Background: an optimization exercise with open tools, aiming at small area. Do not read the settings as production practice.
The RTL was checked by simulation tests, not by an equivalence proof against the original design.
No activity file was given, so power comes from the tool's default toggle rates.

`flow/config.mk`:
```
export PLATFORM = sky130hd
export DESIGN_NAME = mfe_lcd1602_controller_wrapper
export DESIGN_NICKNAME = mfe_lcd1602_controller_wrapper
export VERILOG_FILES = /design/flow/design.v
export SDC_FILE = /design/flow/constraint.sdc
export NUM_CORES = 4
export LEC_CHECK = 0
export CAP_MARGIN = 20
export CORE_MARGIN = 2
export CORE_UTILIZATION = 40
export SLEW_MARGIN = 20
```
`flow/constraint.sdc`:
```
create_clock -name core_clock -period 5.0 [get_ports {clk}]
set_input_delay 1.0000 -clock core_clock [delete_from_list [all_inputs] [get_ports {clk}]]
set_output_delay 1.0000 -clock core_clock [all_outputs]
set_load 0.01 [all_outputs]
```
`flow/design.v`:
```
module mfe_lcd1602_controller(
    input          clk,
    input          rst,
    input          start,      
    input          load,       
    input          cmd,
    input  [7 : 0] dat,
    output         ready,      
    output         done,       
    output         first,      
    output         lcd_rs,
    output         lcd_rw,
    output         lcd_en,
    output [7 : 0] lcd_data
);
reg [1 : 0]  cs;
reg [17 : 0] k;
reg [7 : 0]  dat_reg;
reg          rs_reg;
wire idle = cs == 2'b00;
wire tc_a = k[6];
wire tc_e = k[5] & k[17];
wire tc_w = k[0] & k[1] & ~k[2] & ~k[3] & ~k[4] & k[5] & k[6] & k[7] & ~k[8] & ~k[9] & ~k[10] & k[11] & ~k[12] & ~k[13] & ~k[14] & k[15] & ~k[16] & k[17];
wire clr  = rst | idle | (cs == 2'b01 & tc_a) | (cs == 2'b11 & tc_e);
always @(posedge clk) begin
    k <= clr ? 18'd0 : {k[16:0], ~(k[17] ^ k[10])};
end
always @(posedge clk) begin
    if (rst) begin
        cs <= 2'b00;
    end
    else begin
        case (cs)
            2'b00: cs <= start ? 2'b01 : 2'b00;
            2'b01: cs <= tc_a  ? 2'b11 : 2'b01;
            2'b11: cs <= tc_e  ? 2'b10 : 2'b11;
            default: cs <= tc_w ? 2'b00 : 2'b10;
        endcase
    end
end
always @(posedge clk) begin
    if (rst) begin
        dat_reg <= 8'b0;
        rs_reg  <= 1'b0;
    end
    else if (load) begin
        dat_reg <= dat;
        rs_reg  <= ~cmd;
    end
end
assign ready    = idle;
assign done     = idle & k[1];
assign first    = cs == 2'b01 & ~k[0];
assign lcd_rs   = rs_reg;
assign lcd_rw   = 1'b0;
assign lcd_en   = cs == 2'b11;
assign lcd_data = dat_reg;
endmodule
module mfe_lcd1602_controller_wrapper(
    clk,
    rst,
    clear,
    home,
    cenb,
    disp,
    dat,
    cmd,
    vld,
    shift,
    ready,
    lcd_rs,
    lcd_rw,
    lcd_en,
    lcd_data
    );
input           clk;
input           rst;
input           clear;
input           home;
input           cenb;
input           disp;
input  [7 : 0]  dat;
input           cmd;
input           vld;
input  [1 : 0]  shift;
output          ready;
output          lcd_rs;
output          lcd_rw;
output          lcd_en;
output [7 : 0]  lcd_data;
localparam S_IDLE = 3'd0;
localparam S_LCMD = 3'd1;
localparam S_SCMD = 3'd2;
localparam S_DATA = 3'd3;
localparam S_SHIF = 3'd4;
localparam S_INA  = 3'd5;
localparam S_INB  = 3'd6;
reg [2 : 0]  ws;
reg          disp_q;
reg [7 : 0]  nb;         
reg [24 : 0] s;
wire        c_ready, c_done, c_first;
reg         c_start, c_load, c_cmd;
reg [7 : 0] c_dat;
wire [7 : 0] q = lcd_data;
wire disp_vld = disp ^ disp_q;
wire z        = ~s[0] & s[1] & ~s[2] & s[3] & ~s[4] & s[5] & s[6] & ~s[7] & ~s[8] & ~s[9] & ~s[10] & ~s[11] & ~s[12] & s[13] & ~s[14] & s[15] & s[16] & ~s[17] & s[18] & ~s[19] & ~s[20] & s[21] & ~s[22] & s[23] & ~s[24];
wire n0 = c_ready & ~c_done;    
wire [7 : 0] succ = {q[7] | q[1], 1'b0, n0, n0, q[5] | n0, q[5] | q[0], q[0], q[3] & q[2]};
always @(posedge clk) begin
    disp_q <= disp;
    if (ws != S_IDLE | clear | home)
        nb <= {6'b0, home, clear};
    else if (cmd)
        nb <= {1'b1, dat[6:0]};
    else if (disp_vld | cenb)
        nb <= {5'b1, disp, cenb, 1'b0};
    else
        nb <= dat;
end
always @(*) begin
    c_start = 1'b0;
    c_load  = 1'b0;
    c_cmd   = 1'b1;
    c_dat   = nb;
    case (ws)
        S_INA: begin
            c_start = 1'b1;
            c_load  = c_first | n0;
            c_dat   = succ;
        end
        S_LCMD: begin
            c_start = 1'b1;
            c_load  = 1'b1;
        end
        S_SCMD: begin
            c_start = ~c_done;
            c_load  = c_ready & ~c_done;
        end
        S_DATA: begin
            c_start = ~c_done;
            c_load  = c_ready & ~c_done;
            c_cmd   = 1'b0;
        end
        S_SHIF: begin
            c_start = z;
            c_load  = z;
            c_dat   = {4'b0001, shift, 2'b00};
        end
        default: begin
        end
    endcase
end
always @(posedge clk) begin
    if (rst) begin
        ws <= S_INA;
    end
    else begin
        case (ws)
            S_IDLE: ws <= (clear | home)           ? S_LCMD :
                          (disp_vld | cenb | cmd)  ? S_SCMD :
                          (|shift)                 ? S_SHIF :
                          vld                      ? S_DATA : S_IDLE;
            S_INA:  ws <= (c_ready & q[7]) ? S_INB : S_INA;
            S_SHIF: ws <= (~|shift & c_done) ? S_IDLE : S_SHIF;
            S_LCMD, S_SCMD, S_DATA, S_INB:
                    ws <= c_done ? S_IDLE : ws;
            default: ws <= S_IDLE;
        endcase
    end
end
always @(posedge clk) begin
    if (rst)
        s <= 25'd10854506;
    else if (ws == S_SHIF)
        s <= {s[23], s[22], s[21], s[20], s[19], s[18], s[17], s[16], s[15], s[14], s[13], s[12], s[11], s[10], s[9], s[8], s[7], s[6], s[5], s[4], s[3], s[2], s[1], s[0], ~(s[24] ^ s[21]) ^ z};
end
assign ready = ws == S_IDLE;
mfe_lcd1602_controller lcd_ctrl_i (
    .clk      (clk),
    .rst      (rst),
    .start    (c_start),
    .load     (c_load),
    .cmd      (c_cmd),
    .dat      (c_dat),
    .ready    (c_ready),
    .done     (c_done),
    .first    (c_first),
    .lcd_rs   (lcd_rs),
    .lcd_rw   (lcd_rw),
    .lcd_en   (lcd_en),
    .lcd_data (lcd_data)
);
endmodule
```
`flow/run.sh`:
```
#!/bin/bash
# synth_recipe.tcl (not shown) runs the flow's synth.tcl, then flattens the netlist and writes it again
# the make line also repeats each setting of config.mk as NAME=value (left out here)
make -C /OpenROAD-flow-scripts/flow DESIGN_CONFIG=/design/flow/config.mk WORK_HOME=/design/flow/orfs CLKGATE_MAP_FILE= SYNTH_SCRIPT=/design/flow/synth_recipe.tcl finish
```
==> out/qor.yml <==
clock.fmax_ghz: 0.3450
setup_viol_count_final: 0
largest_reg_flops: 25
antenna_found_initial: 0
grt_pass1_wl_um: 9370
clk_pin_slew_worst_paths_ns: 0.08
cts_tree: "yes"
leakage_nw: 1.225
gr-usage-all-layers_pct: 16.26
cp.arrival_ns: 1.90
cts_resized: 0
final_util_pct: 50.07
critPathSlowestCell: "clkdlybuf4s50_1"
fin_skew_ns: 0.01113
avgSynthCellArea_um2: 8.676
r2r_slack_ns: 2.74
crit_path_end_kind: "output pin"
htreeDepth: 3
dr.pass1.iters: 4
status: "finished clean"
regMostFlops: "s"
drv_slew: 0
drt-vias-per-instance: 5.212
post-route-drc-count: 0
worst_skew_pair.late_latency_ns: 0.34
area_delta_synth_final_pct: 20.54
yosysMostFrequentCell: "dfxtp_1"
grt_max_degree: 41
synth_commonest_cells: "dfxtp_1, nand2_1, a21oi_1, and2_1, nor2_1"
io_pins: 30
final_cells: 410
cts_made_buffers: 9
die_w_um: 85.20
timing.hold.ws_ns: 0.4500
power.total_mw: 1.666
drt-initial-drc-count: 148
async_flop_share_pct: 0
start_kind: "flop"
p_per_area_nw_per_um2: 524.1
overflow: 0
vias: 2137
antenna_cells: 0
antenna_left: 0
routed_wl_um: 5362
wl_per_cell_um: 13.08
fin_tns_setup_ns: 0
synth_edf_count: 0
reg_top3: "s (25), lcd_ctrl_i.k (18)"
synth_cell_types: 43
rows: 29
critical-path-top-delay-family: "buffers and inverters"
fp.dieH_um: 85.20
cts.path.max_buffers: 2
ir_worst_vdd_mv: 0.3002
report.final.hold_viol_count: 0
start_util_pct: 41.54
syn-cell-area_um2: 2638
critPathMaxFanout: 17
path_class: "flop to output pin"
relSlewSlack_pct: 49.78
ys_seq_area_share_pct: 50.09
path_cells: "or3_1 > inv_1 > clkdlybuf4s50_1"
grt_pass1_vias: 2045
crit_buf_inv: 2
cts-root-buf: "clkbuf_8"
drive_gt1_share_pct: 7.508
worstMarginPinSlew_ns: 0.7505
synth_warnings: 2
fillers: 637
ys_ff_latch: 66
slowest_delay_ns: 0.52
placeableCoreArea_um2: 6350
cts_sinks: 66
hold_class: "flop to flop"
fin_nets: 346
finalCritPeriodShare_pct: 57.98
synth_top_area_share_pct: 50.09
synth_ff_type: "dfxtp_1"
io_buffer_count: 28
layout_min_cycle_time_ns: 2.899
dpl.cell_count: 394
syn-num-nets: 322
ys_top_cells_by_area: "dfxtp_1, nand2_1, and2_1, a21oi_1, nand3b_1"
place.gp.congestion: 0.7927
required_ns: 4.00
dieArea_um2: 7259
yosysTopAreaCell: "dfxtp_1"
drv_cap: 0
rsz0062_at_grt: "no"
cts_hold_buf: 0
hpwl_um: 3619
synthCells: 304
postCtsSetupRepairBufs: 0
==> logic make-up after synthesis <==
group / after synthesis / synth area share, %
AND/OR/NAND/NOR: 151 / 29.98
flip-flops: 66 / 50.09
AO/OA/AOI/OAI: 60 / 14.37
buffers and inverters: 22 / 3.937
XOR/XNOR: 2 / 0.6643
multiplexers: 2 / 0.8064
other: 1 / 0.1422
==> cell usage in the layout (no fill, tap or decap), types with 5 or more instances in the layout <==
cell,n
a311oi_1,5
and2_1,22
nand3b_1,10
clkdlybuf4s50_1,28
nor3_1,8
nor2_1,17
dfxtp_1,66
a21o_1,5
a21oi_1,25
nor4bb_1,6
clkbuf_8,10
nand3_1,8
o21ai_0,6
nand2_1,62
==> routing by layer <==
metal  share of wire (%)  global-route usage [%]  vias to the layer above
li1                    -                       -                     1099
met1                  50                   21.00                      988
met2                  45                   24.86                       45
met3                 4.2                   6.031                        5
met4                 1.4                   6.061                        0
met5                   0                       0                        -
==> final cells by class <==
cell class	instances	area [um^2]	area share [%]
sequential	66	1321	41.56
multi-input combinational	216	1217	38.29
timing repair buffer	30	295.3	9.288
clock buffer	10	137.6	4.329
tap	77	96.34	3.030
clock inverter	6	90.09	2.834
inverter	5	21.27	0.6690
==> worst paths after layout <==
path                   startpoint                     to  cells past startpoint
hold reg to reg   lcd_ctrl_i.k[2]        lcd_ctrl_i.k[3]                      1
hold / removal    lcd_ctrl_i.k[2]        lcd_ctrl_i.k[3]                      1
setup / recovery            ws[0]                  ready                      3
setup reg to reg            ws[2]  lcd_ctrl_i.dat_reg[0]                      5
==> worst register-to-register path: stages, from the launching register on <==
cell and delay [ns]:
dfxtp_1 0.53, inv_4 0.10, or3_4 0.55, or4_4 0.59, nand2_1 0.22, a311oi_1 0.13
==> power by group <==
group          switching (mW)  internal [mW]  leakage [nW]
sequential             0.0873          0.610         0.538
clock                   0.206          0.295         0.112
combinational           0.258          0.210         0.575
==> stage by stage <==
step	area (um^2)	worst slack (ns)
final	3179	2.101
after global routing	3179	2.023
after CTS	3179	2.091
after detailed placement	2952	2.384
after global placement	2952	2.387
after floorplan	2638	3.077

[afterwards: timing with drivers on the ports]
Ports are ideal in the flow. The routed layout listed here was re-timed in OpenROAD.
Step 1 assumes that a clkbuf_16 drives the clock port and a buf_2 every other input.
Step 2, shift: input delay + t, output delay - t, t = (earliest + latest rising clock arrival at the registers) / 2. This alone moves slack from input paths to output paths.
a / b / c = ideal / step 1 / step 2; a / b = the first two.
t (ns): 0.364
setup WS [ns]: 2.101 / 2.069 / 2.413
clock arrival spread, ns: 0.011 / 0.011
slew at the worst register clock pin (ns): 0.08 / 0.08
cell pins on the clock port's net: 1
After both steps setup and hold are still met in this run. The setup slack of this run moves by -0.032 ns with the drivers and by +0.312 ns with both steps.
